This design comes from an exercise in tuning for small area, a short achievable clock period and few clock cycles per item on the open sky130 flow, not from production work. At most, simulation tests tie the RTL to the original design; equivalence was not proved. No functional check of the RTL was part of run 1.

## design.v

```verilog
module ge #(parameter W = 8, parameter K = 0) (a, b, out);
  input  [W-1:0] a, b;
  output         out;
  function automatic cout16(input [15:0] g, input [15:0] p, input cin);
    reg [15:0] gg, pp;
    integer l, i;
    begin
      gg = g; pp = p;
      for (l = 1; l < 16; l = l * 2)
        for (i = 0; i < 16; i = i + 2 * l) begin
          gg[i+2*l-1] = gg[i+2*l-1] | (pp[i+2*l-1] & gg[i+l-1]);
          pp[i+2*l-1] = pp[i+2*l-1] & pp[i+l-1];
        end
      cout16 = gg[15] | (pp[15] & cin);
    end
  endfunction
  generate
    if (K == 0) begin : k0
      wire [15:0] g = {{(16-W){1'b0}}, a & ~b};
      wire [15:0] p = {{(16-W){1'b1}}, a | ~b};
      assign out = cout16(g, p, 1'b1);
    end else begin : k4
      wire [W-3:0] ah = a[W-1:2], bh = b[W-1:2];
      wire [15:0] g = {{(18-W){1'b0}}, ah & ~bh};
      wire [15:0] p = {{(18-W){1'b1}}, ah | ~bh};
      wire hge = cout16(g, p, 1'b1);
      reg  [W-3:0] t;
      integer n;
      always @(*) begin
        t[0] = 1'b1;
        for (n = 1; n < W-2; n = n + 1) t[n] = t[n-1] & ah[n-1];
      end
      wire inc = &((ah ^ bh) ~^ t);
      wire lge = (a[1] & ~b[1]) | ((a[1] | ~b[1]) & (a[0] | ~b[0]));
      assign out = hge | (inc & lge);
    end
  endgenerate
endmodule
module PE #(parameter J = 1) (
  input        clk,
  input        load,       
  input  [1:0] t_in,       
  input  [1:0] s_port,     
  input  [8:0] v_in,       
  input  [8:0] e_in,       
  input  [8:0] r_in,       
  output [8:0] v_out,
  output [8:0] e_out,
  output [8:0] r_out,
  output [8:0] d_reg,      
  output [8:0] f_reg       
);
  localparam W  = (J <= 1) ? 4 : (J <= 3) ? 5 : (J <= 7) ? 6 : (J <= 15) ? 7 : (J <= 31) ? 8 : 9;
  localparam WI = (J <= 2) ? 4 : (J <= 4) ? 5 : (J <= 8) ? 6 : (J <= 16) ? 7 : (J <= 32) ? 8 : 9;
  reg  [1:0]    s;
  reg  [W-1:0]  d, f, eo, vo;
  reg  [WI-1:0] ro;
  wire [W-1:0]  vi = (J == 1) ? 7 : v_in[W-1:0];
  wire [W-1:0]  e  = (J == 1) ? 0 : e_in[W-1:0];
  wire [WI-1:0] ri = (J == 1) ? 7 : r_in[WI-1:0];
  wire [WI-1:0] vr = (J == 1) ? 7 : v_in[WI-1:0];
  wire c_de, c_df, c_ef, c_e4d, c_e4f, c_f4d, c_f4e, c_r;
  ge #(W, 0) g_de (.a(d), .b(e), .out(c_de));
  ge #(W, 0) g_df (.a(d), .b(f), .out(c_df));
  ge #(W, 0) g_ef (.a(e), .b(f), .out(c_ef));
  ge #(W, 4) g_e4d(.a(e), .b(d), .out(c_e4d));
  ge #(W, 4) g_e4f(.a(e), .b(f), .out(c_e4f));
  ge #(W, 4) g_f4d(.a(f), .b(d), .out(c_f4d));
  ge #(W, 4) g_f4e(.a(f), .b(e), .out(c_f4e));
  ge #(WI, 0) g_r (.a(ri), .b(vr), .out(c_r));
  wire sel_d = c_de & c_df;
  wire sel_e = ~c_de & c_ef;
  wire sel_f = ~c_df & ~c_ef;
  wire [W-1:0] v = ({W{sel_d}} & d) | ({W{sel_e}} & e) | ({W{sel_f}} & f);
  wire [W-1:0] e3 = e - 2'd3;
  wire [W-1:0] f3 = f - 2'd3;
  wire [W-1:0] d7 = d - 3'd7;
  wire [W-1:0] e7 = e - 3'd7;
  wire [W-1:0] f7 = f - 3'd7;
  wire keep_e = c_e4d & c_e4f;
  wire keep_f = c_f4d & c_f4e;
  wire [W-1:0] en = keep_e ? e3 : (c_df ? d7 : f7);
  wire [W-1:0] fn = keep_f ? f3 : (c_de ? d7 : e7);
  wire          m  = (t_in == s);
  wire [W-1:0]  dn = m ? vi + 4'd8 : ((vi > 4'd12) ? vi - 3'd5 : 4'd7);
  wire [WI-1:0] rn = c_r ? ri : vr;
  always @(posedge clk) begin
    if (load) begin
      s <= s_port;
      d <= (t_in == s_port) ? 4'd15 : 4'd7;
      f <= {W{1'b0}};
    end else begin
      d <= dn;
      f <= fn;
    end
    eo <= en;
    vo <= v;
    ro <= rn;
  end
  assign v_out = vo;
  assign e_out = eo;
  assign r_out = ro;
  assign d_reg = d;
  assign f_reg = f;
endmodule
module PE_array #(parameter N = 32) (
  input        clk,
  input        rst,
  input        valid,       
  input  [1:0] data_s,
  input  [1:0] data_t,
  output       act_last,    
  output       done_last,   
  output [8:0] r_last,      
  output [8:0] vin_last,    
  output [8:0] e_last,      
  output [8:0] d_last,      
  output [8:0] f_last       
);
  reg  [N:1] vr;
  wire [N:0] vr_w = {vr, valid};
  reg  [1:0] tp [1:N-1];
  wire [1:0] tw [0:N-1];
  wire [8:0] vw [0:N];
  wire [8:0] ew [0:N];
  wire [8:0] rw [0:N];
  wire [8:0] dr [1:N];
  wire [8:0] fr [1:N];
  assign tw[0] = data_t;
  assign vw[0] = 9'd7;
  assign ew[0] = 9'd0;
  assign rw[0] = 9'd7;
  always @(posedge clk or posedge rst) begin
    if (rst) vr <= {N{1'b0}};
    else     vr <= vr_w[N-1:0];
  end
  genvar j;
  generate
    for (j = 1; j <= N-1; j = j + 1) begin : tpipe
      always @(posedge clk) tp[j] <= tw[j-1];
      assign tw[j] = tp[j];
    end
    for (j = 1; j <= N; j = j + 1) begin : pe
      PE #(.J(j)) u (
        .clk(clk),
        .load(vr_w[j-1] & ~vr_w[j]),
        .t_in(tw[j-1]),
        .s_port(data_s),
        .v_in(vw[j-1]), .e_in(ew[j-1]), .r_in(rw[j-1]),
        .v_out(vw[j]), .e_out(ew[j]), .r_out(rw[j]),
        .d_reg(dr[j]), .f_reg(fr[j])
      );
    end
  endgenerate
  assign act_last  = vr[N];
  assign done_last = vr[N] & ~vr[N-1];
  assign r_last    = rw[N-1];
  assign vin_last  = vw[N-1];
  assign e_last    = ew[N-1];
  assign d_last    = dr[N];
  assign f_last    = fr[N];
endmodule
module sw(
    clk,
    reset,
    valid,
    data_s,
    data_t,
    finish,
    max
);
input  clk;
input  reset;
input  valid;
input  [1:0] data_t, data_s;
output finish;
output [11:0] max;
parameter PE_LENGTH = 32;
wire       act_last, done_last;
wire [8:0] r_last, vin_last, e_last, d_last, f_last;
PE_array #(.N(PE_LENGTH)) pe_array(
    .clk(clk),
    .rst(reset),
    .valid(valid),
    .data_s(data_s),
    .data_t(data_t),
    .act_last(act_last),
    .done_last(done_last),
    .r_last(r_last),
    .vin_last(vin_last),
    .e_last(e_last),
    .d_last(d_last),
    .f_last(f_last)
);
reg  [8:0] best, best_out;
reg        fin_n, fin;    
wire [8:0] x [0:5];
assign x[0] = best;
assign x[1] = r_last;
assign x[2] = vin_last;
assign x[3] = d_last;
assign x[4] = e_last;
assign x[5] = f_last;
wire [5:0] c [0:5];    
wire [5:0] win;
reg  [8:0] m6, m6u;
genvar gi, gj;
generate
  for (gi = 0; gi < 6; gi = gi + 1) begin : cmp_i
    for (gj = 0; gj < 6; gj = gj + 1) begin : cmp_j
      if (gi < gj) begin : lt
        ge #(9, 0) u (.a(x[gi]), .b(x[gj]), .out(c[gi][gj]));
      end else begin : nlt
        assign c[gi][gj] = 1'b0;
      end
    end
  end
endgenerate
integer i, j;
reg w;
reg [5:0] win_r;
always @(*) begin
  for (i = 0; i < 6; i = i + 1) begin
    w = 1'b1;
    for (j = 0; j < 6; j = j + 1) begin
      if (j > i) w = w & c[i][j];
      if (j < i) w = w & ~c[j][i];
    end
    win_r[i] = w;
  end
  m6 = 9'd0;
  m6u = 9'd0;
  for (i = 0; i < 6; i = i + 1) begin
    m6  = m6  | ({9{win_r[i]}} & x[i]);
    m6u = m6u | ({9{win_r[i]}} & (x[i] - 9'd7));    
  end
end
always @(posedge clk or posedge reset) begin
    if (reset) begin
        best     <= 9'd7;
        fin_n    <= 1'b1;
        fin      <= 1'b0;
    end else begin
        if (act_last) best <= m6;
        fin_n <= ~done_last & fin_n;
        fin   <= done_last | ~fin_n;
    end
end
always @(posedge clk) begin
    if (act_last) best_out <= m6u;
end
assign finish = fin;
assign max    = {3'd0, best_out};
endmodule
```

## flow/run.sh

```bash
#!/bin/bash
# The standard layout, with two changes to how it is optimised (the SDC, and
# so the clock period and I/O constraints, stay as given):
#  - port buffers of a fixed, stronger cell (buffer_ports otherwise picks a
#    slow delay buffer for every port);
#  - timing repair aims for a setup slack margin of 7.6 ns instead of 0, so
#    the resizer works on the paths that set the achieved period.
set -euo pipefail
export BUFFER_PORTS_ARGS="-buffer_cell sky130_fd_sc_hd__buf_4"
export SETUP_SLACK_MARGIN=7.6
bash standard.sh > standard.log 2>&1
```

## standard.sh

```bash
#!/bin/bash
# synth_recipe.tcl (not shown) runs the flow's synth.tcl, then flattens the netlist and writes it again
# the make line also repeats each setting of config.mk as NAME=value (left out here)
make -C /OpenROAD-flow-scripts/flow DESIGN_CONFIG=/design/flow/config.mk WORK_HOME=/design/flow/orfs CLKGATE_MAP_FILE= SYNTH_SCRIPT=/design/flow/synth_recipe.tcl "${@:-finish}"
```

## config.mk

```make
export PLATFORM = sky130hd
export DESIGN_NAME = sw
export DESIGN_NICKNAME = sw
export VERILOG_FILES = /design/flow/design.v
export SDC_FILE = /design/flow/constraint.sdc
export NUM_CORES = 4
export LEC_CHECK = 0
export CAP_MARGIN = 20
export CORE_MARGIN = 2
export CORE_UTILIZATION = 55
export CTS_CLUSTER_DIAMETER = 100
export CTS_CLUSTER_SIZE = 24
export SLEW_MARGIN = 20
```

## constraint.sdc

```tcl
create_clock -name core_clock -period 11.0 [get_ports {clk}]
set_input_delay 2.2000 -clock core_clock [delete_from_list [all_inputs] [get_ports {clk}]]
set_output_delay 2.2000 -clock core_clock [all_outputs]
set_load 0.01 [all_outputs]
```

==> results of run 1 <==
-- placed cells by master (no fill, tap or decap), types with 57 or more instances in the layout --
cell	instances
a211o_1	105
a211oi_1	191
a21o_1	79
a21oi_1	1021
a222oi_1	103
a31oi_1	155
a32oi_1	64
and3_1	221
buf_4	88
clkbuf_16	78
dfxtp_1	1160
edfxtp_1	73
ha_1	1183
inv_1	1292
maj3_1	129
maj3_2	65
mux2_2	143
mux2i_1	409
nand2_1	829
nand2b_1	161
nand3_1	277
nand4_1	106
nor2_1	931
nor2b_1	157
nor3_1	357
nor4_1	91
o211ai_1	104
o21ai_0	520
o21bai_1	128
o22ai_1	88
o31ai_1	78
or2_2	57
xnor2_1	1086
xor2_1	135
-- area by class of cell --
| class | instances | area [um^2] | area share (%) |
|---|---|---|---|
| diodes | 1 | 2.50 | 0.00230 |
| flip-flops and latches | 1295 | 26900 | 24.7 |
| clock inverters | 30 | 360 | 0.331 |
| well taps | 2495 | 3120 | 2.87 |
| clock buffers | 100 | 2030 | 1.87 |
| inverters | 1313 | 4930 | 4.53 |
| multi-input cells | 9759 | 70700 | 65.0 |
| repair buffers | 99 | 793 | 0.729 |
-- through the flow --
stage | instance area, um^2 | worst slack, ns | cells | hold slack (ns)
global route | 109000 | 7.41 | 15092 | 0.403
floorplan | 104000 | 7.68 | 12898 | 0.359
detailed placement | 106000 | 6.88 | 14959 | 0.382
global placement | 106000 | 6.91 | 14959 | 0.378
finish | 109000 | 7.48 | 15092 | 0.390
CTS | 109000 | 7.42 | 15090 | 0.391
-- cell families after synthesis --
logic type                 count (synthesis)  synth area share [%]
AOI/OAI and AO/OA                       3204                  20.0
xor gates and xnor gates                1221                  10.2
adders and majority gates               1377                  16.1
buffers and inverters                   1844                  6.70
DFF                                     1295                  25.7
muxes                                    584                  5.82
other                                      1               0.00359
and+or+nand+nor                         3370                  15.3
-- final timing paths --
kind | from | to | slack (ns) | depth (start not counted)
max reg2reg | pe_array.pe[32].u.d[3]$_DFF_P_ | pe_array.pe[32].u.f[0]$_SDFF_PP0_ | 7.71 | 12
max in group asynchronous | reset | pe_array.vr[23]$_DFF_PP0_ | 8.55 | 3
min in group asynchronous | reset | pe_array.vr[1]$_DFF_PP0_ | 1.77 | 3
min | pe_array.tp[13][1]$_DFF_P_ | pe_array.tp[14][1]$_DFF_P_ | 0.39 | 0
min reg2reg | pe_array.tp[13][1]$_DFF_P_ | pe_array.tp[14][1]$_DFF_P_ | 0.39 | 0
max | best_out[0]$_DFFE_PP_ | max[0] | 7.48 | 1
-- routing by layer --
| metal | routed length (um) | track usage, % | vias to the layer above |
|---|---|---|---|
| met3 | 18600 | 3.31 | 646 |
| met4 | 10100 | 9.90 | 4 |
| met5 | 33 | 0 | - |
| li1 | - | - | 44711 |
| met1 | 136000 | 41.3 | 43982 |
| met2 | 143000 | 51.5 | 3292 |
-- what timing repair did --
action | 4_1_cts | 5_1_grt
setup endpoints to repair | 28 | 57
pin swaps | 1 | 1
endpoints found under the hold margin | 0 | 0
gates resized for setup | 27 | 25
setup buffers | 1 | 1
==> impl_metrics.ini, run 1 <==
[clock_network]
cts_tree = done
clk_pin_slew_worst_paths_ns = 0.09
cts_buffers = 74
cts_sinks = 1295
clk_latency_ns = 0.73
cts-root-buf = clkbuf_16
cts_hold_buf = 0
cts.path.max_buffers = 3
htreeDepth = 3

[final_layout]
nets = 13732
fill_cells = 17426
post-route-util_pct = 57.8
largest_reg_flops = 231
area_growth_pct = 4.27
drive_above_1_share_pct = 4.66

[die]
core_mm2 = 0.188
pin_count = 20
die_w_um = 440
initial_utilization_pct = 55.5
dieArea_mm2 = 0.193
die-height_um = 440
num_rows = 159

[synth]
ys_warn_count = 48
synth.top_cell.area_share_pct = 22.6
synth-seq-cells = 1295
avgSynthCellArea_um2 = 8.10
async_flop_share_pct = 3.32
synth.area.top_cells = dfxtp_1, ha_1, xnor2_1, a21oi_1, inv_1
synth_edf_count = 73
yosys-top-cells-count = inv_1, ha_1, dfxtp_1
yosysTopAreaCell = dfxtp_1
syn_inst = 12896
synth_ff_type = dfxtp_1
ys_types = 93
synth.most_common_cell = inv_1
seq_area_frac_synth_pct = 25.7
syn_area_mm2 = 0.104

[worst_hold_path]
hp-class = reg -> reg

[setup_path]
critPathTopFamily = flip-flops
max_stage_delay_ns = 0.43
critical_path_class = reg -> out
crit_buf_inv = 1
cp_max_fo = 1
crit_path_end_kind = output port
crit_slowest_cell = edfxtp_1
crit_path_start_kind = flop
cp_cell_sequence = buf_6
required_ns = 8.80
arrival_ns = 1.32

[place]
portBuffers = 16
hpwl_um = 230000
gp_congestion = 0.975

[timing]
fmax_ghz = 0.284
clock_skew_ns = 0.0305
worst_pin_slew_ns = 1.18
rsz0062_at_grt = true
hold_viol = 0
setup_viol = 0
final-max-slew-violation-count = 0
slew_headroom_pct = 20.8
tns_ns = 0
period_share_pct = 32.0
period_minus_slack_ns = 3.52

[detailed_routing]
ant_nets = 0
vias = 92635
drt-initial-drc-count = 8014
vias_per_cell = 6.14
dr.pass1.iters = 14
route.detailed.drc = 0
wirelength_um = 308000
wire_per_inst_um = 20.4

[grt]
grt_max_degree = 44
grt_pass1_vias = 89423
grt_usage_pct = 30.8
antenna_found_initial = 5
grt_pass1_wl_um = 490000
overflow = 0

[outcome]
status = finished clean

[job]
max_cap_viol_count = 0
==> run 2: changes to the inputs <==
--- a/design.v
+++ b/design.v
@@ -193,7 +193,7 @@
     .f_last(f_last)
 );
 reg  [8:0] best, best_out;
-reg        fin_n, fin;    
+reg        fin;
 wire [8:0] x [0:5];
 assign x[0] = best;
 assign x[1] = r_last;
@@ -238,16 +238,15 @@
 always @(posedge clk or posedge reset) begin
     if (reset) begin
         best     <= 9'd7;
-        fin_n    <= 1'b1;
+        best_out <= 9'd0;
         fin      <= 1'b0;
     end else begin
-        if (act_last) best <= m6;
-        fin_n <= ~done_last & fin_n;
-        fin   <= done_last | ~fin_n;
-    end
-end
-always @(posedge clk) begin
-    if (act_last) best_out <= m6u;
+        if (act_last) begin
+            best     <= m6;
+            best_out <= m6u;
+        end
+        if (done_last) fin <= 1'b1;
+    end
 end
 assign finish = fin;
 assign max    = {3'd0, best_out};
--- a/config.mk
+++ b/config.mk
@@ -7,7 +7,7 @@
 export LEC_CHECK = 0
 export CAP_MARGIN = 20
 export CORE_MARGIN = 2
-export CORE_UTILIZATION = 55
+export CORE_UTILIZATION = 40
 export CTS_CLUSTER_DIAMETER = 100
 export CTS_CLUSTER_SIZE = 24
 export SLEW_MARGIN = 20
==> impl_metrics.ini, run 2 <==
[detailed_routing]
vias = 87901
wirelength_um = 286000
dr.pass1.iters = 10
ant_nets = 0
wire_per_inst_um = 18.1
drt-initial-drc-count = 7574
route.detailed.drc = 0
vias_per_cell = 5.55

[worst_hold_path]
min_from = pe_array.vr[15]$_DFF_PP0_
hp-class = reg -> reg
min_to = pe_array.vr[16]$_DFF_PP0_
min_path_cells = 0

[setup_path]
cp_max_fo = 2
crit_slowest_cell = dfrtp_2
crit_path_end_kind = output port
crit_path_start_kind = flop
max_stage_delay_ns = 0.46
timing.rr.start = pe_array.pe[31].u.eo[4]$_DFF_P_
required_ns = 8.80
cp_cell_sequence = buf_6
regToRegEndpoint = best[6]$_DFFE_PP0P_
cp.depth = 1
arrival_ns = 1.34
worst-r2r-setup-slack_ns = 7.77
crit_buf_inv = 1
critical_path_class = reg -> out
critPathTopFamily = flip-flops
reg2regPathDepth = 8

[synth]
synth_mux_area_share_pct = 5.51
synth-compound-area-share_pct = 19.3
syn_area_mm2 = 0.103
seq_area_frac_synth_pct = 25.9
synth.area.top_cells = dfxtp_1, ha_1, xnor2_1, inv_1, a21oi_1
synth_xor_area_share_pct = 10.4
synth.most_common_cell = inv_1
synthAdderAreaFrac_pct = 16.3
async_flop_share_pct = 3.94
avgSynthCellArea_um2 = 8.07
synth.top_cell.area_share_pct = 22.8
yosys.area_share.simple_pct = 15.4
yosys-top-cells-count = inv_1, ha_1, dfxtp_1
yosysTopAreaCell = dfxtp_1
synth_edf_count = 64
ys_warn_count = 48
syn_inst = 12809
ys_types = 100
synth-seq-cells = 1294
synth_ff_type = dfxtp_1
synth_top_family_by_area = compound AO/OA/AOI/OAI gates

[final_layout]
final_cell_area_mm2 = 0.108
drive_above_1_share_pct = 4.47
final_cell_mix = inv_1, ha_1, dfxtp_1
final_common_cell = inv_1
area_growth_pct = 4.94
nets = 13583
largest_reg_flops = 231

[die]
initial_utilization_pct = 40.2
pin_count = 20
num_rows = 186
die_w_um = 512
core_mm2 = 0.257
dieArea_mm2 = 0.263
die-height_um = 512

[timing]
period_share_pct = 32.2
tns_ns = 0
fmax_ghz = 0.282
worst_pin_slew_ns = 1.11
period_minus_slack_ns = 3.54
hold_viol = 0
clock_skew_ns = 0.0322
setup_viol = 0
final-max-slew-violation-count = 0
slew_headroom_pct = 25.7
rsz0062_at_grt = true

[grt]
antenna_found_initial = 2
grt_pass1_vias = 84197
grt-busiest-layer = met2
grt_use_met1_pct = 28.2
grtUsageMet2_pct = 35.6
overflow = 0
grt_pass1_wl_um = 460000
grt_max_degree = 44
met3_usage_pct = 1.89
grt_usage_pct = 21.0

[outcome]
status = finished clean

[place]
hpwl_um = 213000
place_area_mm2 = 0.106
portBuffers = 16
gp_congestion = 0.927

[clock_network]
htreeDepth = 3
cts_tree = done
cts-root-buf = clkbuf_16
clk_pin_slew_worst_paths_ns = 0.10
cts_sinks = 1294
cts.path.max_buffers = 3
cts_buffers = 70
clk_latency_ns = 0.75
cts_hold_buf = 0

[job]
max_cap_viol_count = 0
==> run 2: layout make-up <==
| cell class | count | area, um^2 |
|---|---|---|
| Multi-Input combinational cell | 9572 | 69300 |
| Clock inverter | 25 | 284 |
| Sequential cell | 1294 | 26800 |
| Inverter | 1353 | 5090 |
| Fill cell | 26187 | 148000 |
| Antenna cell | 1 | 2.50 |
| Tap cell | 3384 | 4230 |
| Timing Repair Buffer | 102 | 820 |
| Clock buffer | 99 | 1940 |
==> run 2: worst register-to-register path, cell delays in order, from the launching register on <==
cell and delay, ns:
dfxtp_1 0.60, inv_1 0.26, a221oi_1 0.58, a2111oi_0 0.17, a2111oi_2 0.52, and4bb_1 0.33, o211a_4 0.33, a221oi_1 0.12
a32oi_1 0.23
==> run 2: cell families after synthesis <==
| logic type | count (synthesis) |
|---|---|
| compound gates | 3022 |
| fa+ha+maj | 1380 |
| xor+xnor | 1228 |
| other cells | 1 |
| simple gates | 3395 |
| mux | 544 |
| buf+inv | 1945 |
| flops | 1294 |
==> run 2: how the worst max path moves through the flow <==
stage,from,slack [ns],to
after floorplan,data_s[1],7.68,pe_array.pe[2].u.d[3]$_DFF_P_
after global placement,data_s[1],6.87,pe_array.pe[26].u.d[3]$_DFF_P_
after detailed placement,data_s[1],6.84,pe_array.pe[25].u.d[3]$_DFF_P_
after CTS,best_out[2]$_DFFE_PP0P_,7.38,max[2]
after global routing,best_out[2]$_DFFE_PP0P_,7.39,max[2]
final,best_out[2]$_DFFE_PP0P_,7.46,max[2]
==> run 2: what timing repair did <==
| action | 4_1_cts | 5_1_grt |
|---|---|---|
| endpoints found under the setup margin | 36 | 99 |
| buffers inserted | 6 | 5 |
| resized for setup | 20 | 29 |
| pin swaps | 1 | 0 |
==> run 2: stage by stage <==
stage          hold WS, ns  util, %  std cells  setup WS, ns
2_1_floorplan        0.354        -      12811          7.68
3_3_place_gp         0.368     41.2      15691          6.87
3_5_place_dp         0.378     41.2      15692          6.84
4_1_cts              0.393     42.2      15822          7.38
5_1_grt              0.403     42.2      15830          7.39
6_report             0.394     42.2      15830          7.46
==> run 2: per-layer routing <==
metal | vias to the layer above | wire, um
met1 | 40934 | 130000
met3 | 505 | 14300
met2 | 2588 | 134000
li1 | 43874 | -
met5 | - | 0
met4 | 0 | 7800
Testbench counts of run 2, summed over its fixed seeds: cycles 24,576, jobs 384.
==> run 3: changes to the inputs <==
--- a/design.v
+++ b/design.v
@@ -41,6 +41,7 @@
   input        load,       
   input  [1:0] t_in,       
   input  [1:0] s_port,     
+  input        m_load,     
   input  [8:0] v_in,       
   input  [8:0] e_in,       
   input  [8:0] r_in,       
@@ -87,7 +88,7 @@
   always @(posedge clk) begin
     if (load) begin
       s <= s_port;
-      d <= (t_in == s_port) ? 4'd15 : 4'd7;
+      d <= m_load ? 4'd15 : 4'd7;
       f <= {W{1'b0}};
     end else begin
       d <= dn;
@@ -134,6 +135,10 @@
     if (rst) vr <= {N{1'b0}};
     else     vr <= vr_w[N-1:0];
   end
+  reg  [1:0] t1;
+  always @(posedge clk) if (valid & ~vr[1]) t1 <= data_t;
+  wire m_first = (data_t == data_s);    
+  wire m_rest  = (t1 == data_s);
   genvar j;
   generate
     for (j = 1; j <= N-1; j = j + 1) begin : tpipe
@@ -146,6 +151,7 @@
         .load(vr_w[j-1] & ~vr_w[j]),
         .t_in(tw[j-1]),
         .s_port(data_s),
+        .m_load((j == 1) ? m_first : m_rest),
         .v_in(vw[j-1]), .e_in(ew[j-1]), .r_in(rw[j-1]),
         .v_out(vw[j]), .e_out(ew[j]), .r_out(rw[j]),
         .d_reg(dr[j]), .f_reg(fr[j])
@@ -193,7 +199,7 @@
     .f_last(f_last)
 );
 reg  [8:0] best, best_out;
-reg        fin;
+reg        fin_n, fin;    
 wire [8:0] x [0:5];
 assign x[0] = best;
 assign x[1] = r_last;
@@ -238,15 +244,16 @@
 always @(posedge clk or posedge reset) begin
     if (reset) begin
         best     <= 9'd7;
-        best_out <= 9'd0;
+        fin_n    <= 1'b1;
         fin      <= 1'b0;
     end else begin
-        if (act_last) begin
-            best     <= m6;
-            best_out <= m6u;
-        end
-        if (done_last) fin <= 1'b1;
-    end
+        if (act_last) best <= m6;
+        fin_n <= ~done_last & fin_n;
+        fin   <= done_last | ~fin_n;
+    end
+end
+always @(posedge clk) begin
+    best_out <= act_last ? m6u : best - 9'd7;
 end
 assign finish = fin;
 assign max    = {3'd0, best_out};
==> flow/run.sh (replaced) <==
#!/bin/bash
# The standard layout, with two changes to how it is optimised (the SDC, and
# so the clock period and I/O constraints, stay as given):
#  - port buffers of a fixed, stronger cell (buffer_ports otherwise picks a
#    slow delay buffer for every port);
#  - timing repair aims for a setup slack margin of 7.8 ns instead of 0, so
#    the resizer works on the paths that set the achieved period.
set -euo pipefail
export BUFFER_PORTS_ARGS="-buffer_cell sky130_fd_sc_hd__buf_4"
export SETUP_SLACK_MARGIN=7.8
bash standard.sh > standard.log 2>&1
--- a/config.mk
+++ b/config.mk
@@ -7,7 +7,7 @@
 export LEC_CHECK = 0
 export CAP_MARGIN = 20
 export CORE_MARGIN = 2
-export CORE_UTILIZATION = 40
+export CORE_UTILIZATION = 55
 export CTS_CLUSTER_DIAMETER = 100
 export CTS_CLUSTER_SIZE = 24
 export SLEW_MARGIN = 20
==> impl_metrics.ini, run 3 <==
[outcome]
status = finished clean

[setup_path]
arrival_ns = 1.32
cp_max_fo = 1
crit_path_end_kind = output port
critical_path_class = reg -> out
crit_path_start_kind = flop
critPathTopFamily = flip-flops
required_ns = 8.80
cp_cell_sequence = buf_6
reg2regPathDepth = 9
crit_buf_inv = 1
crit_slowest_cell = dfrtp_2
max_stage_delay_ns = 0.46
cp.depth = 1

[grt]
grt_usage_pct = 30.1
antenna_found_initial = 2
grt_max_degree = 44
grt_pass1_vias = 87346
overflow = 0
grt_pass1_wl_um = 476000

[synth]
syn_area_mm2 = 0.103
ys_warn_count = 48
synth.most_common_cell = inv_1
yosys-top-cells-count = inv_1, dfxtp_1, ha_1
ys_types = 85
synth_edf_count = 66
synth-seq-cells = 1297
syn_inst = 12856
synth.area.top_cells = dfxtp_1, ha_1, xnor2_1, a21oi_1, inv_1
synth_ff_type = dfxtp_1
synth.top_cell.area_share_pct = 23.1
avgSynthCellArea_um2 = 8.02
async_flop_share_pct = 3.32
seq_area_frac_synth_pct = 26.1
yosysTopAreaCell = dfxtp_1

[timing]
clock_skew_ns = 0.0235
setup_viol = 0
tns_ns = 0
rsz0062_at_grt = true
worst_pin_slew_ns = 1.09
final-max-slew-violation-count = 0
fmax_ghz = 0.284
slew_headroom_pct = 27.4
hold_viol = 0
setup_ws_ns = 7.48
period_minus_slack_ns = 3.52
period_share_pct = 32.0
fin_hold_ws_ns = 0.352

[detailed_routing]
route.detailed.drc = 0
wirelength_um = 299000
ant_nets = 0
dr.pass1.iters = 13
vias = 90535
vias_per_cell = 6.04
drt-initial-drc-count = 8490
wire_per_inst_um = 19.9

[place]
portBuffers = 16
dp_worst_setup_slack_ns = 7.05
gp_congestion = 0.988
hpwl_um = 223000

[clock_network]
clk_latency_ns = 0.74
cts_tree = done
cts_hold_buf = 0
cts_sinks = 1297
cts_buffers = 74
htreeDepth = 3
clk_pin_slew_worst_paths_ns = 0.10
cts-root-buf = clkbuf_16
cts.path.max_buffers = 3

[final_layout]
num_antenna_cells = 0
largest_reg_flops = 231
nets = 13641
area_growth_pct = 4.44
drive_above_1_share_pct = 5.38
final_common_cell = inv_1
final_cell_mix = inv_1, ha_1, dfxtp_1

[job]
max_cap_viol_count = 0

[die]
num_rows = 158
dieArea_mm2 = 0.191
die-height_um = 437
pin_count = 20
die_w_um = 437
initial_utilization_pct = 55.5
core_mm2 = 0.186

[worst_hold_path]
hp-class = reg -> reg
min_path_cells = 0
run 3: cell count changes after synthesis, moves of 71 or more:
cell and change:
xnor2_1 -141, nand2_1 +103, buf_2 -89, clkbuf_1 +80, o21ai_0 +78, mux2i_1 +71
run 3: area by class of cell:
cell class | instances | area [um^2]
Sequential cell | 1297 | 27000
Fill cell | 17214 | 78200
Clock buffer | 98 | 2020
Inverter | 1344 | 5070
Clock inverter | 35 | 412
Timing Repair Buffer | 111 | 872
Tap cell | 2480 | 3100
Multi-Input combinational cell | 9623 | 69200
run 3: final timing paths:
check                                                 from                               to  slack (ns)
setup / recovery                             fin$_DFF_PP0_                           finish        7.48
hold / removal                  pe_array.tp[29][0]$_DFF_P_       pe_array.tp[30][0]$_DFF_P_        0.35
setup reg to reg           pe_array.pe[20].u.vo[0]$_DFF_P_  pe_array.pe[21].u.ro[0]$_DFF_P_        7.86
hold reg to reg                 pe_array.tp[29][0]$_DFF_P_       pe_array.tp[30][0]$_DFF_P_        0.35
max in group asynchronous                            reset                    fin$_DFF_PP0_        8.48
min in group asynchronous                            reset        pe_array.vr[26]$_DFF_PP0_        1.79
run 3: cells by family after synthesis:
group           count (synthesis)  synth area share, %
mux                           639                 6.46
simple gates                 3451                 15.6
flops                        1297                 26.1
other cells                     1              0.00364
fa+ha+maj                    1396                 16.5
buf+inv                      1938                 7.07
compound gates               3038                 19.0
xor+xnor                     1096                 9.32
run 3: routing by layer:
| layer | GRT usage, % | routed length [um] | up-vias |
|---|---|---|---|
| met5 | 0 | 9 | - |
| met4 | 10.0 | 10100 | 2 |
| met3 | 3.16 | 18800 | 650 |
| met2 | 50.5 | 138000 | 3307 |
| met1 | 40.2 | 132000 | 42571 |
| li1 | - | - | 44005 |
run 3: through the flow:
step / cell area, um^2 / instances / util [%]
floorplan: 103000 / 12858 / -
global placement: 105000 / 14825 / 56.3
detailed placement: 105000 / 14826 / 56.3
CTS: 107000 / 14964 / 57.7
global route: 108000 / 14988 / 57.9
finish: 108000 / 14988 / 57.9
run 3: what timing repair did:
| item | 4_1_cts | 5_1_grt |
|---|---|---|
| pin swaps | 6 | 29 |
| gates resized for setup | 68 | 129 |
| buffers inserted | 5 | 24 |
| setup endpoints to repair | 134 | 280 |
Testbench counts of run 3, summed over its fixed seeds: cycles 24,576, jobs 384.
==> run 4: changes to the inputs <==
==> flow/run.sh (replaced) <==
#!/bin/bash
# The standard layout, with two changes to how it is optimised (the SDC, and
# so the clock period and I/O constraints, stay as given):
#  - port buffers of a fixed, stronger cell (buffer_ports otherwise picks a
#    slow delay buffer for every port);
#  - timing repair aims for a setup slack margin of 7.6 ns instead of 0, so
#    the resizer works on the paths that set the achieved period.
set -euo pipefail
export BUFFER_PORTS_ARGS="-buffer_cell sky130_fd_sc_hd__buf_4"
export SETUP_SLACK_MARGIN=7.6
bash standard.sh > standard.log 2>&1
==> impl_metrics.ini, run 4 <==
[final_layout]
fill_cells = 17246
final_cell_area_mm2 = 0.107
largest_reg_flops = 231
drive_above_1_share_pct = 4.38
area_growth_pct = 3.99
nets = 13612
final_cells = 14960
final_common_cell = inv_1
final_cell_mix = inv_1, ha_1, dfxtp_1

[timing]
setup_ws_ns = 7.47
fmax_ghz = 0.283
period_minus_slack_ns = 3.53
setup_viol = 0
clock_skew_ns = 0.0239
final-max-slew-violation-count = 0
tns_ns = 0
slew_headroom_pct = 27.5
worst_pin_slew_ns = 1.09
hold_viol = 0
rsz0062_at_grt = true
period_share_pct = 32.1

[detailed_routing]
wire_per_inst_um = 19.9
dr.pass1.iters = 14
wirelength_um = 298000
vias_per_cell = 6.04
vias = 90320
ant_nets = 0
drt-initial-drc-count = 8393
route.detailed.drc = 0

[clock_network]
clk_latency_ns = 0.73
cts_post_setup_buffers_inserted = 0
cts_tree = done
cts_sinks = 1297
cts-root-buf = clkbuf_16
cts_hold_buf = 0
clk_pin_slew_worst_paths_ns = 0.10
cts.path.max_buffers = 3
htreeDepth = 3
cts_buffers = 74

[die]
die-height_um = 437
num_rows = 158
die_w_um = 437
core_mm2 = 0.186
dieArea_mm2 = 0.191
initial_utilization_pct = 55.5
pin_count = 20

[setup_path]
critPathTopFamily = flip-flops
crit_path_start_kind = flop
required_ns = 8.80
critPathLaunch = fin$_DFF_PP0_
cp_max_fo = 1
arrival_ns = 1.33
crit_slowest_cell = dfrtp_2
cp_cell_sequence = buf_6
critical_path_class = reg -> out
crit_buf_inv = 1
max_stage_delay_ns = 0.47
crit_path_end_kind = output port
timing.rr.start = pe_array.pe[32].u.f[4]$_SDFF_PP0_

[grt]
overflow = 0
grt_pass1_wl_um = 476000
antenna_found_initial = 2
grt_max_degree = 44
grt_pass1_vias = 87333
grt_usage_pct = 30.1

[place]
portBuffers = 16
gp_congestion = 0.988
place_inst = 14826
dp_worst_setup_slack_ns = 7.05
place_area_mm2 = 0.105
hpwl_um = 223000

[synth]
seq_area_frac_synth_pct = 26.1
ys_types = 85
async_flop_share_pct = 3.32
synth_ff_type = dfxtp_1
avgSynthCellArea_um2 = 8.02
synth.top_cell.area_share_pct = 23.1
synth_edf_count = 66
synth.most_common_cell = inv_1
yosys-top-cells-count = inv_1, dfxtp_1, ha_1
yosysTopAreaCell = dfxtp_1
ys_warn_count = 48
synth-seq-cells = 1297
synth.area.top_cells = dfxtp_1, ha_1, xnor2_1, a21oi_1, inv_1
syn_inst = 12856
syn_area_mm2 = 0.103

[job]
max_cap_viol_count = 0

[outcome]
status = finished clean

[worst_hold_path]
hp-class = reg -> reg
min_from = pe_array.tp[23][1]$_DFF_P_
[run 4: area by class of cell]
| class | count | area, um^2 | share of cell area [%] |
|---|---|---|---|
| multi-input cells | 9623 | 69000 | 64.4 |
| flip-flops and latches | 1297 | 26900 | 25.1 |
| inverters | 1344 | 5060 | 4.72 |
| well taps | 2480 | 3100 | 2.90 |
| clock buffers | 98 | 2020 | 1.88 |
| repair buffers | 82 | 651 | 0.607 |
| clock inverters | 35 | 412 | 0.384 |
| diodes | 1 | 2.50 | 0.00234 |
[run 4: kinds of logic after synthesis]
logic type                 count (synthesis)  share of synthesized area, %
and+or+nand+nor                         3451                          15.6
AOI/OAI and AO/OA                       3038                          19.0
buffers and inverters                   1938                          7.07
adders and majority gates               1396                          16.5
DFF                                     1297                          26.1
xor gates and xnor gates                1096                          9.32
muxes                                    639                          6.46
other                                      1                       0.00364
[run 4: what timing repair did]
action,CTS,global route
endpoints found under the setup margin,40,137
gates resized for setup,34,47
pin swaps,1,1
[run 4: path summary, 6_finish.rpt]
check | end | slack, ns | depth (start not counted)
setup / recovery | finish | 7.47 | 1
hold / removal | pe_array.tp[24][1]$_DFF_P_ | 0.36 | 0
setup reg to reg | best_out[8]$_DFF_P_ | 7.68 | 12
hold reg to reg | pe_array.tp[24][1]$_DFF_P_ | 0.36 | 0
max in group asynchronous | fin$_DFF_PP0_ | 8.47 | 3
min in group asynchronous | pe_array.vr[26]$_DFF_PP0_ | 1.79 | 3
[run 4: per-layer routing]
| layer | GRT usage (%) | routed length [um] | up-vias |
|---|---|---|---|
| met5 | 0 | 9 | - |
| met4 | 10.0 | 10200 | 2 |
| met3 | 3.14 | 18900 | 631 |
| met2 | 50.4 | 138000 | 3227 |
| met1 | 40.2 | 131000 | 42532 |
| li1 | - | - | 43928 |
[run 4: through the flow]
step | hold slack, ns | utilization [%]
6_report | 0.358 | 57.7
5_1_grt | 0.362 | 57.7
4_1_cts | 0.359 | 57.6
3_5_place_dp | 0.354 | 56.3
3_3_place_gp | 0.353 | 56.3
2_1_floorplan | 0.349 | -
==> run 5: changes to the inputs <==
--- a/config.mk
+++ b/config.mk
@@ -7,7 +7,7 @@
 export LEC_CHECK = 0
 export CAP_MARGIN = 20
 export CORE_MARGIN = 2
-export CORE_UTILIZATION = 55
-export CTS_CLUSTER_DIAMETER = 100
-export CTS_CLUSTER_SIZE = 24
+export CORE_UTILIZATION = 65
+export CTS_CLUSTER_DIAMETER = 90
+export CTS_CLUSTER_SIZE = 30
 export SLEW_MARGIN = 20
==> impl_metrics.ini, run 5 <==
[outcome]
status = finished clean

[timing]
hold_viol = 0
tns_ns = 0
period_share_pct = 31.1
period_minus_slack_ns = 3.42
fmax_ghz = 0.293
worst_pin_slew_ns = 1.01
clock_skew_ns = 0.0357
rsz0062_at_grt = true
final-max-slew-violation-count = 0
slew_headroom_pct = 32.6
setup_viol = 0

[worst_hold_path]
hp-class = reg -> reg

[setup_path]
crit_buf_inv = 1
cp_max_fo = 1
critPathTopFamily = flip-flops
critical_path_class = reg -> out
required_ns = 8.80
cp_cell_sequence = buf_6
crit_slowest_cell = dfrtp_1
arrival_ns = 1.22
crit_path_start_kind = flop
max_stage_delay_ns = 0.39
crit_path_end_kind = output port

[synth]
seq_area_frac_synth_pct = 26.1
async_flop_share_pct = 3.32
synth.most_common_cell = inv_1
ys_warn_count = 48
yosys-top-cells-count = inv_1, dfxtp_1, ha_1
synth.top_cell.area_share_pct = 23.1
synth.area.top_cells = dfxtp_1, ha_1, xnor2_1, a21oi_1, inv_1
yosysTopAreaCell = dfxtp_1
ys_types = 85
syn_inst = 12856
synth_ff_type = dfxtp_1
syn_area_mm2 = 0.103
avgSynthCellArea_um2 = 8.02
synth_edf_count = 66
synth-seq-cells = 1297

[die]
core_mm2 = 0.158
pin_count = 20
die_w_um = 402
dieArea_mm2 = 0.162
initial_utilization_pct = 65.3
num_rows = 146
die-height_um = 402

[detailed_routing]
ant_nets = 0
dr.pass1.iters = 10
drt-initial-drc-count = 8924
route.detailed.drc = 0
vias_per_cell = 6.29
wire_per_inst_um = 19.7
vias = 91472
wirelength_um = 286000

[grt]
grt_max_degree = 44
antenna_found_initial = 1
overflow = 0
grt_pass1_wl_um = 462000
grt_pass1_vias = 88640
grt_usage_pct = 34.1

[clock_network]
cts_sinks = 1297
cts_tree = done
cts_hold_buf = 0
clk_pin_slew_worst_paths_ns = 0.11
cts-root-buf = clkbuf_16
cts_buffers = 69
cts.path.max_buffers = 3
htreeDepth = 3
clk_latency_ns = 0.72
cts_post_setup_buffers_inserted = 0

[place]
gp_congestion = 1.01
portBuffers = 16
place_area_mm2 = 0.104
hpwl_um = 215000

[job]
max_cap_viol_count = 0

[final_layout]
final_cell_area_mm2 = 0.107
area_growth_pct = 3.57
nets = 13601
largest_reg_flops = 231
final_common_cell = inv_1
drive_above_1_share_pct = 4.29
final_cell_mix = inv_1, ha_1, dfxtp_1
## run 5: cell type report
type                    count  area (um^2)
repair buffers             76          601
multi-input cells        9623        69100
fillers                 13272        51100
clock buffers              83         1860
well taps                2072         2590
diodes                      2         5.00
inverters                1344         5050
clock inverters            39          656
flip-flops and latches   1297        26900
## run 5: repair_timing
| action | CTS | global route |
|---|---|---|
| endpoints found under the hold margin | 0 | 0 |
| resized for setup | 33 | 37 |
| pin swaps | 1 | 0 |
| endpoints found under the setup margin | 28 | 111 |
## run 5: layer usage
metal	part of all wire, %	up-vias	global-route usage (%)
li1	-	43954	-
met1	42	43025	43.2
met2	47	3651	58.7
met3	6.3	842	3.25
met4	4.5	0	15.3
met5	0	-	0
## run 5: cell families (layout without fill, tap and decap cells)
kind of cell               count (synthesis)  in the layout  synth area share (%)
muxes                                    639            639                  6.46
AOI/OAI and AO/OA                       3038           3038                  19.0
xor gates and xnor gates                1096           1096                  9.32
other                                      1              5               0.00364
DFF                                     1297           1297                  26.1
and+or+nand+nor                         3451           3451                  15.6
adders and majority gates               1396           1396                  16.5
buffers and inverters                   1938           1542                  7.07
## run 5: final timing paths
check	endpoint	start	cells past startpoint	slack [ns]
min reg2reg	pe_array.tp[5][0]$_DFF_P_	pe_array.tp[4][0]$_DFF_P_	0	0.36
max	finish	fin$_DFF_PP0_	1	7.58
min	pe_array.tp[5][0]$_DFF_P_	pe_array.tp[4][0]$_DFF_P_	0	0.36
max in group asynchronous	pe_array.vr[22]$_DFF_PP0_	reset	3	8.54
min in group asynchronous	pe_array.vr[23]$_DFF_PP0_	reset	3	1.79
max reg2reg	best_out[8]$_DFF_P_	pe_array.pe[31].u.eo[6]$_DFF_P_	9	7.65
## run 5: metrics by stage
stage | worst slack [ns] | utilization [%] | hold slack (ns) | std cells
floorplan | 7.80 | - | 0.349 | 12858
global placement | 6.89 | 65.9 | 0.353 | 14411
detailed placement | 6.84 | 65.9 | 0.356 | 14412
CTS | 7.54 | 67.5 | 0.354 | 14534
global route | 7.55 | 67.6 | 0.364 | 14534
finish | 7.58 | 67.6 | 0.357 | 14536
==> run 6: changes to the inputs <==
--- a/design.v
+++ b/design.v
@@ -36,6 +36,47 @@
     end
   endgenerate
 endmodule
+module pairc #(parameter W = 8) (a, b, ab, a4b, b4a);
+  input  [W-1:0] a, b;
+  output         ab, a4b, b4a;
+  localparam H = W - 2;
+  wire [H-1:0] ah = a[W-1:2], bh = b[W-1:2];
+  wire [1:0]   al = a[1:0],   bl = b[1:0];
+  reg  gt, eq;
+  reg  [15:0] g, e;
+  integer l, i;
+  always @(*) begin
+    g = 16'd0; e = 16'hffff;
+    for (i = 0; i < H; i = i + 1) begin
+      g[i] = ah[i] & ~bh[i];
+      e[i] = ~(ah[i] ^ bh[i]);
+    end
+    for (l = 1; l < 16; l = l * 2)
+      for (i = 0; i < 16; i = i + 2 * l) begin
+        g[i+2*l-1] = g[i+2*l-1] | (e[i+2*l-1] & g[i+l-1]);
+        e[i+2*l-1] = e[i+2*l-1] & e[i+l-1];
+      end
+    gt = g[15];
+    eq = e[15];
+  end
+  reg [H-1:0] ta, tb;
+  integer n;
+  always @(*) begin
+    ta[0] = 1'b1; tb[0] = 1'b1;
+    for (n = 1; n < H; n = n + 1) begin
+      ta[n] = ta[n-1] & ah[n-1];
+      tb[n] = tb[n-1] & bh[n-1];
+    end
+  end
+  wire [H-1:0] x = ah ^ bh;
+  wire inc_ab = &(x ~^ ta);
+  wire inc_ba = &(x ~^ tb);
+  wire lge = (al[1] & ~bl[1]) | ((al[1] | ~bl[1]) & (al[0] | ~bl[0]));   
+  wire lle = (bl[1] & ~al[1]) | ((bl[1] | ~al[1]) & (bl[0] | ~al[0]));   
+  assign ab  = gt | (eq & lge);
+  assign a4b = gt | eq | (inc_ab & lge);
+  assign b4a = ~gt | (inc_ba & lle);
+endmodule
 module PE #(parameter J = 1) (
   input        clk,
   input        load,       
@@ -61,13 +102,10 @@
   wire [WI-1:0] ri = (J == 1) ? 7 : r_in[WI-1:0];
   wire [WI-1:0] vr = (J == 1) ? 7 : v_in[WI-1:0];
   wire c_de, c_df, c_ef, c_e4d, c_e4f, c_f4d, c_f4e, c_r;
-  ge #(W, 0) g_de (.a(d), .b(e), .out(c_de));
-  ge #(W, 0) g_df (.a(d), .b(f), .out(c_df));
-  ge #(W, 0) g_ef (.a(e), .b(f), .out(c_ef));
-  ge #(W, 4) g_e4d(.a(e), .b(d), .out(c_e4d));
-  ge #(W, 4) g_e4f(.a(e), .b(f), .out(c_e4f));
-  ge #(W, 4) g_f4d(.a(f), .b(d), .out(c_f4d));
-  ge #(W, 4) g_f4e(.a(f), .b(e), .out(c_f4e));
+  wire u_de, u_df;    
+  pairc #(W) p_de (.a(d), .b(e), .ab(c_de), .a4b(u_de), .b4a(c_e4d));
+  pairc #(W) p_df (.a(d), .b(f), .ab(c_df), .a4b(u_df), .b4a(c_f4d));
+  pairc #(W) p_ef (.a(e), .b(f), .ab(c_ef), .a4b(c_e4f), .b4a(c_f4e));
   ge #(WI, 0) g_r (.a(ri), .b(vr), .out(c_r));
   wire sel_d = c_de & c_df;
   wire sel_e = ~c_de & c_ef;
--- a/config.mk
+++ b/config.mk
@@ -7,7 +7,7 @@
 export LEC_CHECK = 0
 export CAP_MARGIN = 20
 export CORE_MARGIN = 2
-export CORE_UTILIZATION = 65
-export CTS_CLUSTER_DIAMETER = 90
-export CTS_CLUSTER_SIZE = 30
+export CORE_UTILIZATION = 55
+export CTS_CLUSTER_DIAMETER = 100
+export CTS_CLUSTER_SIZE = 24
 export SLEW_MARGIN = 20
==> impl_metrics.ini, run 6 <==
[outcome]
status = finished clean

[synth]
synth_ff_type = dfxtp_1
synth.top_cell.area_share_pct = 25.4
yosysTopAreaCell = dfxtp_1
synth.area.top_cells = dfxtp_1, ha_1, xnor2_1, a21oi_1, mux2i_1
ys_warn_count = 48
synth.most_common_cell = dfxtp_1
syn_area_mm2 = 0.0938
async_flop_share_pct = 3.32
seq_area_frac_synth_pct = 28.6
avgSynthCellArea_um2 = 7.96
syn_inst = 11776
ys_types = 94
synth-seq-cells = 1297
yosys-top-cells-count = dfxtp_1, nand2_1, a21oi_1
synth_edf_count = 66

[setup_path]
critPathTopFamily = flip-flops
crit_path_end_kind = output port
critical_path_class = reg -> out
crit_buf_inv = 1
required_ns = 8.80
crit_path_start_kind = flop
crit_slowest_cell = dfrtp_1
cp_max_fo = 1
cp_cell_sequence = buf_6
max_stage_delay_ns = 0.38
arrival_ns = 1.21

[clock_network]
cts-root-buf = clkbuf_16
clk_pin_slew_worst_paths_ns = 0.10
cts_buffers = 71
cts_sinks = 1297
clk_latency_ns = 0.72
htreeDepth = 3
cts.path.max_buffers = 3
cts_hold_buf = 0
cts_tree = done

[grt]
grt_usage_pct = 29.9
grt_pass1_vias = 79614
grt_pass1_wl_um = 432000
overflow = 0
antenna_found_initial = 3
grt_max_degree = 44

[timing]
worst_pin_slew_ns = 1.12
slew_headroom_pct = 25.0
hold_viol = 0
tns_ns = 0
setup_ws_ns = 7.59
period_minus_slack_ns = 3.41
fmax_ghz = 0.293
final-max-slew-violation-count = 0
rsz0062_at_grt = true
period_share_pct = 31.0
setup_viol = 0
clock_skew_ns = 0.0285

[worst_hold_path]
hp-class = reg -> reg

[final_layout]
drive_above_1_share_pct = 4.05
seq_area_mm2 = 0.0269
largest_reg_flops = 231
post-route-util_pct = 57.5
final_cell_mix = dfxtp_1, nand2_1, a21oi_1
final_common_cell = dfxtp_1
nets = 12035
fill_cells = 15802
area_growth_pct = 3.75
multiInputGateArea_mm2 = 0.0617

[job]
max_cap_viol_count = 0

[die]
dieArea_mm2 = 0.174
pin_count = 20
die_w_um = 417
initial_utilization_pct = 55.4
num_rows = 151
core_mm2 = 0.169
die-height_um = 417

[detailed_routing]
vias_per_cell = 6.15
drt-initial-drc-count = 7965
wirelength_um = 270000
wire_per_inst_um = 19.9
vias = 83473
ant_nets = 0
dr.pass1.iters = 10
route.detailed.drc = 0

[place]
dp_worst_setup_slack_ns = 6.97
portBuffers = 16
hpwl_um = 198000
gp_congestion = 0.968
-- run 6: changes by cell type in the layout (fill, tap and decap cells not counted), moves of 61 or more --
cell / previous run / this run
o21ai_0: 580 / 670
inv_1: 1321 / 805
nand2b_1: 147 / 216
nor2_1: 991 / 846
o21bai_1: 159 / 4
mux2_2: 157 / 86
a222oi_1: 155 / 94
ha_1: 1183 / 728
a21o_1: 94 / 196
mux2i_1: 458 / 387
nand2_1: 944 / 1023
-- run 6: logic make-up after synthesis --
group,Yosys count,synth area share (%)
buf+inv,1437,5.82
compound gates,3012,20.4
simple gates,3560,18.2
flops,1297,28.6
fa+ha+maj,911,11.7
xor+xnor,1080,10.1
other cells,1,0.00400
mux,478,5.24
-- run 6: layout make-up --
cell class	count	area share [%]
tap	2218	2.85
timing repair buffer	67	0.570
multi-input combinational	9044	63.4
clock buffer	99	2.02
antenna	1	0.00257
sequential	1297	27.6
clock inverter	27	0.319
inverter	819	3.17
-- run 6: per-stage QoR --
step | cells | area [um^2] | hold slack, ns
6_report | 13572 | 97300 | 0.358
5_1_grt | 13571 | 97300 | 0.367
4_1_cts | 13568 | 97100 | 0.359
3_5_place_dp | 13440 | 94700 | 0.355
3_3_place_gp | 13440 | 94600 | 0.356
2_1_floorplan | 11778 | 93800 | 0.349
-- run 6: timing repair --
action / 4_1_cts / 5_1_grt
buffers inserted: 2 / 0
resized for setup: 26 / 52
endpoints found under the setup margin: 75 / 165
pin swaps: 1 / 1
-- run 6: final timing paths --
kind	start	end	slack, ns	cells past startpoint
setup / recovery	fin$_DFF_PP0_	finish	7.59	1
min in group asynchronous	reset	pe_array.vr[22]$_DFF_PP0_	1.63	3
setup reg to reg	pe_array.pe[32].u.d[3]$_DFF_P_	best_out[5]$_DFF_P_	7.61	11
hold reg to reg	pe_array.tp[8][0]$_DFF_P_	pe_array.tp[9][0]$_DFF_P_	0.36	0
max in group asynchronous	reset	pe_array.vr[8]$_DFF_PP0_	8.72	4
hold / removal	pe_array.tp[8][0]$_DFF_P_	pe_array.tp[9][0]$_DFF_P_	0.36	0
-- run 6: metal layers --
layer / track usage [%] / part of all wire, %
met1: 41.0 / 45
met4: 9.92 / 2.9
met2: 48.9 / 46
met5: 0 / 0
met3: 3.12 / 6.2
Testbench counts of run 6, summed over its fixed seeds: cycles 24,576, jobs 384.
==> run 7: changes to the inputs <==
--- a/config.mk
+++ b/config.mk
@@ -7,7 +7,7 @@
 export LEC_CHECK = 0
 export CAP_MARGIN = 20
 export CORE_MARGIN = 2
-export CORE_UTILIZATION = 55
+export CORE_UTILIZATION = 65
 export CTS_CLUSTER_DIAMETER = 100
 export CTS_CLUSTER_SIZE = 24
 export SLEW_MARGIN = 20
==> impl_metrics.ini, run 7 <==
[job]
max_cap_viol_count = 0

[detailed_routing]
dr.pass1.iters = 14
route.detailed.drc = 0
drt-initial-drc-count = 8350
wire_per_inst_um = 19.8
vias_per_cell = 6.41
vias = 84965
ant_nets = 0
wirelength_um = 262000

[timing]
final-max-slew-violation-count = 0
period_share_pct = 30.9
slew_headroom_pct = 28.5
fmax_ghz = 0.294
period_minus_slack_ns = 3.40
worst_pin_slew_ns = 1.07
clock_skew_ns = 0.0231
rsz0062_at_grt = true
tns_ns = 0
hold_viol = 0
fin_hold_ws_ns = 0.358
setup_viol = 0

[final_layout]
nets = 12034
final_cells = 13251
largest_reg_flops = 231
fill_cells = 12247
final_cell_mix = dfxtp_1, nand2_1, a21oi_1
area_growth_pct = 3.10
drive_above_1_share_pct = 3.95
num_antenna_cells = 0
final_common_cell = dfxtp_1

[die]
initial_utilization_pct = 65.4
die_w_um = 384
dieArea_mm2 = 0.147
core_mm2 = 0.143
die-height_um = 384
pin_count = 20
num_rows = 139

[synth]
async_flop_share_pct = 3.32
syn_area_mm2 = 0.0938
synthAdderAreaFrac_pct = 11.7
avgSynthCellArea_um2 = 7.96
synth_ff_type = dfxtp_1
synth.area.top_cells = dfxtp_1, ha_1, xnor2_1, a21oi_1, mux2i_1
syn_inst = 11776
yosysTopAreaCell = dfxtp_1
synth_top_family_by_area = compound AO/OA/AOI/OAI gates
yosys-top-cells-count = dfxtp_1, nand2_1, a21oi_1
synth.most_common_cell = dfxtp_1
synth_xor_area_share_pct = 10.1
synth_mux_area_share_pct = 5.24
synth.top_cell.area_share_pct = 25.4
synth-seq-cells = 1297
synth_edf_count = 66
seq_area_frac_synth_pct = 28.6
ys_types = 94
synth-compound-area-share_pct = 20.4
yosys.area_share.simple_pct = 18.2
ys_warn_count = 48

[setup_path]
crit_path_end_kind = output port
arrival_ns = 1.20
required_ns = 8.80
critical_path_class = reg -> out
max_stage_delay_ns = 0.39
reg2regPathDepth = 10
cp_cell_sequence = buf_6
regToRegEndpoint = best[0]$_DFFE_PP1P_
crit_path_start_kind = flop
timing.rr.start = pe_array.pe[32].u.d[5]$_SDFF_PP0_
crit_slowest_cell = dfrtp_1
cp_max_fo = 1
crit_buf_inv = 1
worst-r2r-setup-slack_ns = 7.63
critPathTopFamily = flip-flops

[clock_network]
cts_tree = done
htreeDepth = 3
cts_sinks = 1297
cts-root-buf = clkbuf_16
cts.path.max_buffers = 3
cts_buffers = 68
clk_latency_ns = 0.70
clk_pin_slew_worst_paths_ns = 0.10
cts_hold_buf = 0

[place]
gp_congestion = 1.01
place_inst = 13123
hpwl_um = 192000
portBuffers = 16

[outcome]
status = finished clean

[worst_hold_path]
min_to = pe_array.tp[12][1]$_DFF_P_
min_from = pe_array.tp[11][1]$_DFF_P_
min_path_cells = 0
hp-class = reg -> reg

[grt]
antenna_found_initial = 2
grt_pass1_wl_um = 422000
grt_usage_pct = 34.2
grt_max_degree = 35
overflow = 0
grt_pass1_vias = 80506
run 7: layer usage:
| metal | vias up | GRT usage [%] | wire (um) |
|---|---|---|---|
| met2 | 3864 | 56.6 | 121000 |
| met1 | 39605 | 45.9 | 112000 |
| met5 | - | 0 | 0 |
| met4 | 0 | 12.6 | 9530 |
| li1 | 40755 | - | - |
| met3 | 741 | 3.88 | 20200 |
run 7: how the worst max path moves through the flow:
stage	start	to	slack, ns	depth (start not counted)
floorplan	reset	best[3]$_DFFE_PP0P_	7.80	1
CTS	fin$_DFF_PP0_	finish	7.56	1
global placement	data_s[0]	pe_array.pe[2].u.d[3]$_DFF_P_	6.92	4
global route	fin$_DFF_PP0_	finish	7.56	1
finish	fin$_DFF_PP0_	finish	7.60	1
detailed placement	data_s[0]	pe_array.pe[2].u.d[3]$_DFF_P_	6.89	4
run 7: what timing repair did:
action	4_1_cts	5_1_grt
cloned	0	0
setup endpoints to repair	59	189
hold endpoints to repair	0	0
buffers inserted	4	4
resized for setup	21	46
pin swaps	1	1
run 7: per-stage QoR:
stage                     utilization (%)  area (um^2)  setup slack (ns)
after global placement               65.8        94200              6.92
after floorplan                         -        93800              7.80
after global routing                 67.5        96700              7.56
final                                67.5        96700              7.60
after detailed placement             65.8        94200              6.89
after CTS                            67.3        96400              7.56
run 7: cells by family after synthesis:
kind of cell	count (synthesis)
xor gates and xnor gates	1080
other	1
DFF	1297
AOI/OAI and AO/OA	3012
buffers and inverters	1437
and+or+nand+nor	3560
muxes	478
adders and majority gates	911
run 7: area by class of cell:
type	count	area, um^2	share of cell area (%)
Multi-Input combinational cell	9044	61700	63.8
Clock buffer	101	1930	2.00
Sequential cell	1297	26900	27.8
Inverter	819	3080	3.19
Clock inverter	18	189	0.195
Timing Repair Buffer	69	529	0.548
Tap cell	1903	2380	2.46
==> run 8: changes to the inputs <==
--- a/config.mk
+++ b/config.mk
@@ -7,7 +7,7 @@
 export LEC_CHECK = 0
 export CAP_MARGIN = 20
 export CORE_MARGIN = 2
-export CORE_UTILIZATION = 65
+export CORE_UTILIZATION = 70
 export CTS_CLUSTER_DIAMETER = 100
 export CTS_CLUSTER_SIZE = 24
 export SLEW_MARGIN = 20
==> impl_metrics.ini, run 8 <==
[outcome]
status = finished clean

[place]
hpwl_um = 188000
place_area_mm2 = 0.0941
portBuffers = 16
gp_congestion = 1.02

[final_layout]
final_cell_mix = dfxtp_1, nand2_1, a21oi_1
final_common_cell = dfxtp_1
largest_reg_flops = 231
final_cell_area_mm2 = 0.0965
num_antenna_cells = 0
post-route-util_pct = 72.5
multiInputGateArea_mm2 = 0.0617
drive_above_1_share_pct = 3.91
nets = 12027
fill_cells = 10689
area_growth_pct = 2.90
seq_area_mm2 = 0.0269

[job]
max_cap_viol_count = 0

[clock_network]
cts_tree = done
cts-root-buf = clkbuf_16
cts.path.max_buffers = 3
htreeDepth = 3
clk_latency_ns = 0.70
cts_hold_buf = 0
cts_sinks = 1297
cts_buffers = 68
clk_pin_slew_worst_paths_ns = 0.10

[timing]
setup_viol = 0
slew_headroom_pct = 26.8
clock_skew_ns = 0.0261
final-max-slew-violation-count = 0
fmax_ghz = 0.291
hold_viol = 0
worst_pin_slew_ns = 1.10
period_share_pct = 31.3
tns_ns = 0
period_minus_slack_ns = 3.44
rsz0062_at_grt = true

[setup_path]
arrival_ns = 1.24
reg2regPathDepth = 9
max_stage_delay_ns = 0.42
regToRegEndpoint = best_out[0]$_DFF_P_
cp-endpoint = finish
critPathLaunch = fin$_DFF_PP0_
worst-r2r-setup-slack_ns = 7.64
crit_slowest_cell = dfrtp_1
critPathTopFamily = flip-flops
cp_max_fo = 1
cp_cell_sequence = buf_6
crit_path_end_kind = output port
crit_path_start_kind = flop
required_ns = 8.80
crit_buf_inv = 1
cp.depth = 1
timing.rr.start = pe_array.pe[31].u.vo[4]$_DFF_P_
critical_path_class = reg -> out

[grt]
grt_usage_pct = 36.3
overflow = 0
grt_max_degree = 44
antenna_found_initial = 0
grt_pass1_vias = 81015
grt_pass1_wl_um = 416000

[die]
num_rows = 134
dieArea_mm2 = 0.137
pin_count = 20
core_mm2 = 0.133
initial_utilization_pct = 70.4
die_w_um = 370
die-height_um = 370

[detailed_routing]
ant_nets = 0
vias = 86030
wirelength_um = 259000
dr.pass1.iters = 10
route.detailed.drc = 0
wire_per_inst_um = 19.7
vias_per_cell = 6.56
drt-initial-drc-count = 10269

[synth]
yosysTopAreaCell = dfxtp_1
synth_edf_count = 66
syn_area_mm2 = 0.0938
synth.area.top_cells = dfxtp_1, ha_1, xnor2_1, a21oi_1, mux2i_1
synth.most_common_cell = dfxtp_1
synth.top_cell.area_share_pct = 25.4
async_flop_share_pct = 3.32
seq_area_frac_synth_pct = 28.6
yosys-top-cells-count = dfxtp_1, nand2_1, a21oi_1
synth_ff_type = dfxtp_1
syn_inst = 11776
ys_warn_count = 48
avgSynthCellArea_um2 = 7.96
synth-seq-cells = 1297
ys_types = 94

[worst_hold_path]
hp-class = reg -> reg
[run 8: cell counts after synthesis]
Identical to the previous run, type by type.
[run 8: worst min path at each step]
stage	startpoint	endpoint	slack (ns)	cells after the start
after global routing	pe_array.tp[20][0]$_DFF_P_	pe_array.tp[21][0]$_DFF_P_	0.37	0
after global placement	pe_array.tp[22][0]$_DFF_P_	pe_array.tp[23][0]$_DFF_P_	0.35	0
after CTS	pe_array.tp[25][1]$_DFF_P_	pe_array.tp[26][1]$_DFF_P_	0.37	0
after detailed placement	pe_array.tp[30][1]$_DFF_P_	pe_array.tp[31][1]$_DFF_P_	0.36	0
final	pe_array.tp[25][1]$_DFF_P_	pe_array.tp[26][1]$_DFF_P_	0.36	0
after floorplan	pe_array.tp[16][0]$_DFF_P_	pe_array.tp[17][0]$_DFF_P_	0.35	0
[run 8: layout make-up]
class	count	area share, %
clock buffers	100	1.92
flip-flops and latches	1297	27.9
repair buffers	62	0.527
well taps	1768	2.29
clock inverters	20	0.248
inverters	819	3.19
multi-input cells	9044	64.0
[run 8: per-layer routing]
layer  wire (um)  vias to the layer above  global-route usage, %  part of all wire, %
met5           0                        -                      0                    0
met4        9830                        0                   14.2                  3.8
met3       21700                      837                   4.51                  8.4
met2      118000                     4337                   59.4                   46
met1      109000                    40128                   48.7                   42
li1            -                    40728                      -                    -
[run 8: cells by family (layout without fill, tap and decap cells)]
logic type | count (synthesis) | in the layout | share of synthesized area [%]
mux | 478 | 478 | 5.24
xor+xnor | 1080 | 1080 | 10.1
other cells | 1 | 3 | 0.00400
flops | 1297 | 1297 | 28.6
compound gates | 3012 | 3012 | 20.4
fa+ha+maj | 911 | 911 | 11.7
simple gates | 3560 | 3560 | 18.2
buf+inv | 1437 | 1001 | 5.82
[run 8: stage by stage]
stage / hold WS (ns) / cells / setup slack, ns
CTS: 0.366 / 13109 / 7.53
global placement: 0.353 / 12987 / 6.94
floorplan: 0.349 / 11778 / 7.80
finish: 0.357 / 13110 / 7.56
global route: 0.374 / 13110 / 7.48
detailed placement: 0.356 / 12987 / 6.89
[run 8: timing repair]
item,CTS,global route
pin swaps,1,1
gates resized for setup,30,48
buffers inserted,2,0
setup endpoints to repair,78,180

-- port drivers added, routing unchanged --
The flow's constraints put no driver on any port. The routed layouts listed below were extracted and timed again, unchanged, in two steps.
Step 1: set_driving_cell puts a clkbuf_16 on clk and a buf_2 on each other input, an assumption about the parent block.
Step 2 times the ports against the registers' clock, not the clock port: input delays grow and output delays shrink by t, the midpoint of the rising clock arrivals with the driver on.
Three values: no drivers, after step 1, after step 2; two values: the first two.
run | t, ns | slack for setup (ns) | worst setup path after step 2 | latest minus earliest clock arrival (ns) | pins driven straight from the clock port
run 1 | 0.805 | 7.479 / 7.395 / 6.972 | input to register | 0.037 / 0.037 | 1
run 2 | 0.825 | 7.457 / 7.363 / 7.026 | input to register | 0.044 / 0.044 | 1
run 3 | 0.816 | 7.479 / 7.389 / 7.196 | input to register | 0.031 / 0.031 | 1
run 4 | 0.815 | 7.472 / 7.383 / 7.194 | input to register | 0.032 / 0.032 | 1
run 5 | 0.799 | 7.583 / 7.490 / 7.036 | input to register | 0.041 / 0.041 | 1
run 6 | 0.799 | 7.587 / 7.490 / 6.992 | input to register | 0.036 / 0.036 | 1
run 7 | 0.766 | 7.599 / 7.522 / 6.909 | input to register | 0.030 / 0.031 | 1
run 8 | 0.772 | 7.559 / 7.474 / 6.876 | input to register | 0.034 / 0.034 | 1
After both steps setup and hold are still met in every run listed. The setup slack of run 7, which loses most, moves by -0.077 ns with the drivers and by -0.690 ns with both steps.
